Source: an optimization exercise on an open RTL-to-GDS flow (aim: a short achievable clock period and few clock cycles). Production flows keep margins and buffers that such runs may drop. Only simulation tests tie the RTL to the original design; equivalence was not proved. No activity file was given, so power comes from the tool's default toggle rates.

Setup of rev 12:
==> flow/design.v (excerpt) <==
module armv4core (
    input clk,
    input rst_n,
    input en,
    input           i_irq,
    input [31:0]    i_irq_r0,
    output          o_rom_en,
    output [31:0]   o_rom_addr,
    input [31:0]    i_rom_data,
    output          o_ram_en,
    output          o_ram_wr,
    output [1:0]    o_ram_size,
    output [31:0]   o_ram_addr,
    input [31:0]    i_ram_rdata,
    output [31:0]   o_ram_wdata
);
    integer k;
    reg [3:0]  nzcv;
    reg        ibit;
    reg        mode;         
    reg [3:0]  spsr_nzcv;
    reg        spsr_i;
    reg        irq_q;
    function cpass;
        input [3:0] c;
        input [3:0] f;
        reg n, z, cc, v;
        begin
            {n, z, cc, v} = f;
            case (c)
                4'h0: cpass = z;
                4'h1: cpass = ~z;
                4'h2: cpass = cc;
                4'h3: cpass = ~cc;
                4'h4: cpass = n;
                4'h5: cpass = ~n;
                4'h6: cpass = v;
                4'h7: cpass = ~v;
                4'h8: cpass = cc & ~z;
                4'h9: cpass = ~cc | z;
                4'ha: cpass = (n == v);
                4'hb: cpass = (n != v);
                4'hc: cpass = ~z & (n == v);
                4'hd: cpass = z | (n != v);
                4'he: cpass = 1'b1;
                default: cpass = 1'b0;
            endcase
        end
    endfunction
    reg [31:0] rcur [0:14];
    reg [31:0] rsh  [0:14];
    reg [31:0] pc_f;
    reg        v_d;
    reg [31:0] pc_d;
    reg        pd_taken;
    reg        pd_fold;          
    reg [3:0]  pd_fcond;
    reg [31:0] pd_tgt;
    reg        pd_hit;           
    reg [9:0]  pd_idx;           
    reg [7:0]  pd_g;             
    reg        rom_en_q;
    reg        hold_v;
    reg [31:0] hold_ins, hold_pc, hold_tgt;
    reg        hold_taken, hold_hit, hold_fold;
    reg [3:0]  hold_fcond;
    reg [9:0]  hold_idx;
    reg [7:0]  hold_g;
    reg        v_r;
    reg [31:0] ins_r;
    reg [31:0] pc_r, pc4_r, pc8_r;
    reg        pr_taken;
    reg        pr_fold;
    reg [3:0]  pr_fcond;
  ...
Size in the first run: ~22,000 cells after synthesis, roughly 0.19 mm2 of cells after synthesis.
Settings: LEC_CHECK=0, CAP_MARGIN=50, CORE_MARGIN=2, CORE_UTILIZATION=30, GPL_TIMING_DRIVEN=1, SLEW_MARGIN=50, SYNTH_HIERARCHICAL=1, TNS_END_PERCENT=100; clock period 12.5 ns.
standard.sh (not shown) runs the stock make flow with config.mk's settings and CLKGATE_MAP_FILE= SYNTH_SCRIPT=/design/flow/synth_recipe.tcl, a recipe that flattens the netlist after the stock synthesis.
==> flow/flow/run.sh <==
#!/bin/bash
set -uo pipefail
MARGIN=$(cat flow/margin.txt 2>/dev/null || echo 8)
bash standard.sh SETUP_SLACK_MARGIN=$MARGIN "BUFFER_PORTS_ARGS=-buffer_cell sky130_fd_sc_hd__buf_4" finish > standard.log 2>&1
st=$?
cp -f orfs/logs/*/armv4core/base/*.log . 2>/dev/null || true
exit $st
==> flow/flow/margin.txt <==
8
The flow did not stop early for rev 12: all stages ran, and the layout cleared the timing, DRC and antenna checks.
Testbench counts of rev 12, summed over its fixed seeds: cycles 179,045.
[inputs] rev 13 vs rev 12
--- a/flow/design.v
+++ b/flow/design.v
@@ -310,31 +310,23 @@
     end
     wire efa = e_we & (rd_e == ra_idx) & (ra_idx != 4'd15);
     wire efb = e_we & (rd_e == rb_idx) & (rb_idx != 4'd15);
     wire efc = e_we & (rd_e == rc_sel) & (rc_sel != 4'd15);
     wire wfa = w_we & (w_rd == ra_idx) & (ra_idx != 4'd15);
     wire wfb = w_we & (w_rd == rb_idx) & (rb_idx != 4'd15);
     wire wfc = w_we & (w_rd == rc_sel) & (rc_sel != 4'd15);
     wire [31:0] ra_p = efa ? e_data : wfa ? w_data : rfa;
     wire [31:0] rb_p = efb ? e_data : wfb ? w_data : rfb;
     wire qfc = eq_v & (eq_idx == rc_sel) & (rc_sel != 4'd15);
     wire [31:0] rc_p = efc ? e_data : wfc ? w_data : qfc ? eq_data : rfc;
-    reg  [7:0] rs_rf;
-    always @(*) begin
-        rs_rf = rc_pc ? pc8_r[7:0] : 8'd0;
-        for (k = 0; k < 15; k = k + 1) rs_rf = rs_rf | ({8{rc_sel1h[k]}} & rcur[k][7:0]);
-    end
-    wire rs_ok = rc_idx != 4'd15;
-    wire [7:0] rs_src = (e_early_q & e_we & (rd_e == rc_idx) & rs_ok) ? early_val_e[7:0] :
-                        (w_we & (w_rd == rc_idx) & rs_ok) ? w_data[7:0] :
-                        (eq_v & (eq_idx == rc_idx) & rs_ok) ? eq_data[7:0] : rs_rf;
+    wire [31:0] rs_src = (efc & e_early_q) ? early_val_e : wfc ? w_data : qfc ? eq_data : rfc;
     wire [31:0] rd_p = rc_p;
     wire [31:0] ra_x = rfa;
     wire [31:0] rb_x = rfb;
     wire e_late_wr = e_late_q | e_earlyc_q;
     wire ra_early_x = ra_early & ~((r_ldr | r_hw) & r_store & ins_r[24]);
     wire r_lcmp = ~r_irq & (r_dp_i | (r_dp_rs & r_lsl0)) & ((ins_r[24:21] == 4'b1010) | (ins_r[24:21] == 4'b1011));
     wire e_ld_sx = sign_e & ~k_blk;      
     wire r_lcmp_ok = r_lcmp & ~e_ld_sx;
     wire hz_a = ra_use & (ra_idx != 4'd15) & ((eld_any & (eld_rd == ra_idx) & ~r_lcmp_ok) |
                 (ra_early_x & e_late_wr & (rd_e == ra_idx)) | (ra_early_x & w_v & (w_rd == ra_idx))) |
                 (r_memop & v_e & dfr_e);
@@ -634,25 +626,24 @@
     wire [3:0]  pa_idx = adv ? d_ra : ra_idx;
     wire [3:0]  pb_idx = adv ? d_rb : rb_idx;
     wire [31:0] pa_base = adv ? d_rfa : ra_val;
     wire [31:0] pb_base = adv ? d_rfb : rb_val;
     wire pa_e = e_we & (rd_e == pa_idx) & (pa_idx != 4'd15);
     wire pa_w = w_we & (w_rd == pa_idx) & (pa_idx != 4'd15);
     wire pb_e = e_we & (rd_e == pb_idx) & (pb_idx != 4'd15);
     wire pb_w = w_we & (w_rd == pb_idx) & (pb_idx != 4'd15);
     wire pa_q = eq_v & (eq_idx == pa_idx) & (pa_idx != 4'd15);
     wire pb_q = eq_v & (eq_idx == pb_idx) & (pb_idx != 4'd15);
     wire go_n = v_r & adv;
-    wire r_movx = ~r_irq & (r_dp_i | (r_dp_rs & r_lsl0)) & (ins_r[24:21] == 4'b1101 || ins_r[24:21] == 4'b1111) &
-                  ~(~r_dp_i & e_late_wr & (rd_e == rb_idx));
-    wire [31:0] mov_val = (r_dp_i ? r_imm : efb ? early_val_e : wfb ? w_data : rb_val) ^ {32{ins_r[22]}};
+    wire r_movx = ~r_irq & (r_dp_i | (r_dp_rs & r_lsl0)) & (ins_r[24:21] == 4'b1101 || ins_r[24:21] == 4'b1111);
+    wire [31:0] mov_val = (r_dp_i ? r_imm : rb_p) ^ {32{ins_r[22]}};
     wire r_wbP = (r_ldr | r_hw) & ins_r[21] & ins_r[24];
     wire [3:0] n_eld_rd = e_busy ? nk : (r_blk ? r_first_k : ins_r[15:12]);
     wire [15:0] n_eld_oh = 16'd1 << n_eld_rd;
     wire n_eld = e_busy ? (k_blk & blk_l_e & (acc_left > 5'd1)) :
                  (go_n & ~r_irq & (((r_ldr | r_hw) & r_load) | r_swp | (r_blk & r_load)));
     wire n_late = ~e_busy & go_n & ((r_irq | ((r_dp_i | r_dp_rs | r_dp_rr) & x_rdwe & ~r_movx) | r_mrs |
                   (r_blk & ins_r[21]) | ((r_ldr | r_hw) & ~ins_r[24]) | (defer_r & ins_r[21])) |
                   (~r_irq & (ins_r[31:28] != 4'he) & ((r_b & r_bl) | (r_wbP & ~defer_r) | r_movx)));
     wire [3:0] n_rd = e_busy ? rd_e :
                       r_irq ? 4'd13 :
                       (r_dp_i | r_dp_rs | r_dp_rr | r_mrs) ? ins_r[15:12] :
==> summary.txt <==
- The share of total power in combinational logic in rev 13 sits 2.1 points above the value recorded for rev 12.
- Rev 13 vs rev 12 — peak per-stage delay on the critical path dropped 0.20 ns.
- Going from rev 12 to rev 13, layout-stage area growth over the synthesis result increased 4.4 points; number of standard cells in the final layout excluding fillers decreased 385; mean instance size in the synthesized netlist increased about 0.45%.
Testbench counts of rev 13, summed over its fixed seeds: cycles 179,045.

afterwards: timing with drivers on the ports:
The flow's constraints put no driver on any port. The routed layouts listed below were extracted and timed again, unchanged, in two steps.
Step 1 (the two cells are an assumption about what drives the block):
set clk [get_ports {clk}]
set_driving_cell -lib_cell sky130_fd_sc_hd__clkbuf_16 $clk
set_driving_cell -lib_cell sky130_fd_sc_hd__buf_2 [delete_from_list [all_inputs] $clk]
Step 2 moves the port delays by t, midway between the first and last clock arrival at a register: inputs arrive t later, outputs are due t later. That takes back most of the time a late clock gives input paths.
Three values: ideal, step 1, step 2; two values: the first two.
run | t, ns | setup slack, ns | worst register clock-pin slew, ns
rev 12 | 1.206 | 7.605 / 7.605 / 6.516 | 0.08 / 0.08
rev 13 | 1.183 | 7.392 / 7.392 / 6.261 | 0.07 / 0.07
After both steps setup and hold are still met in every run listed. The setup slack of rev 13, which loses most, moves by 0.000 ns with the drivers and by -1.131 ns with both steps.
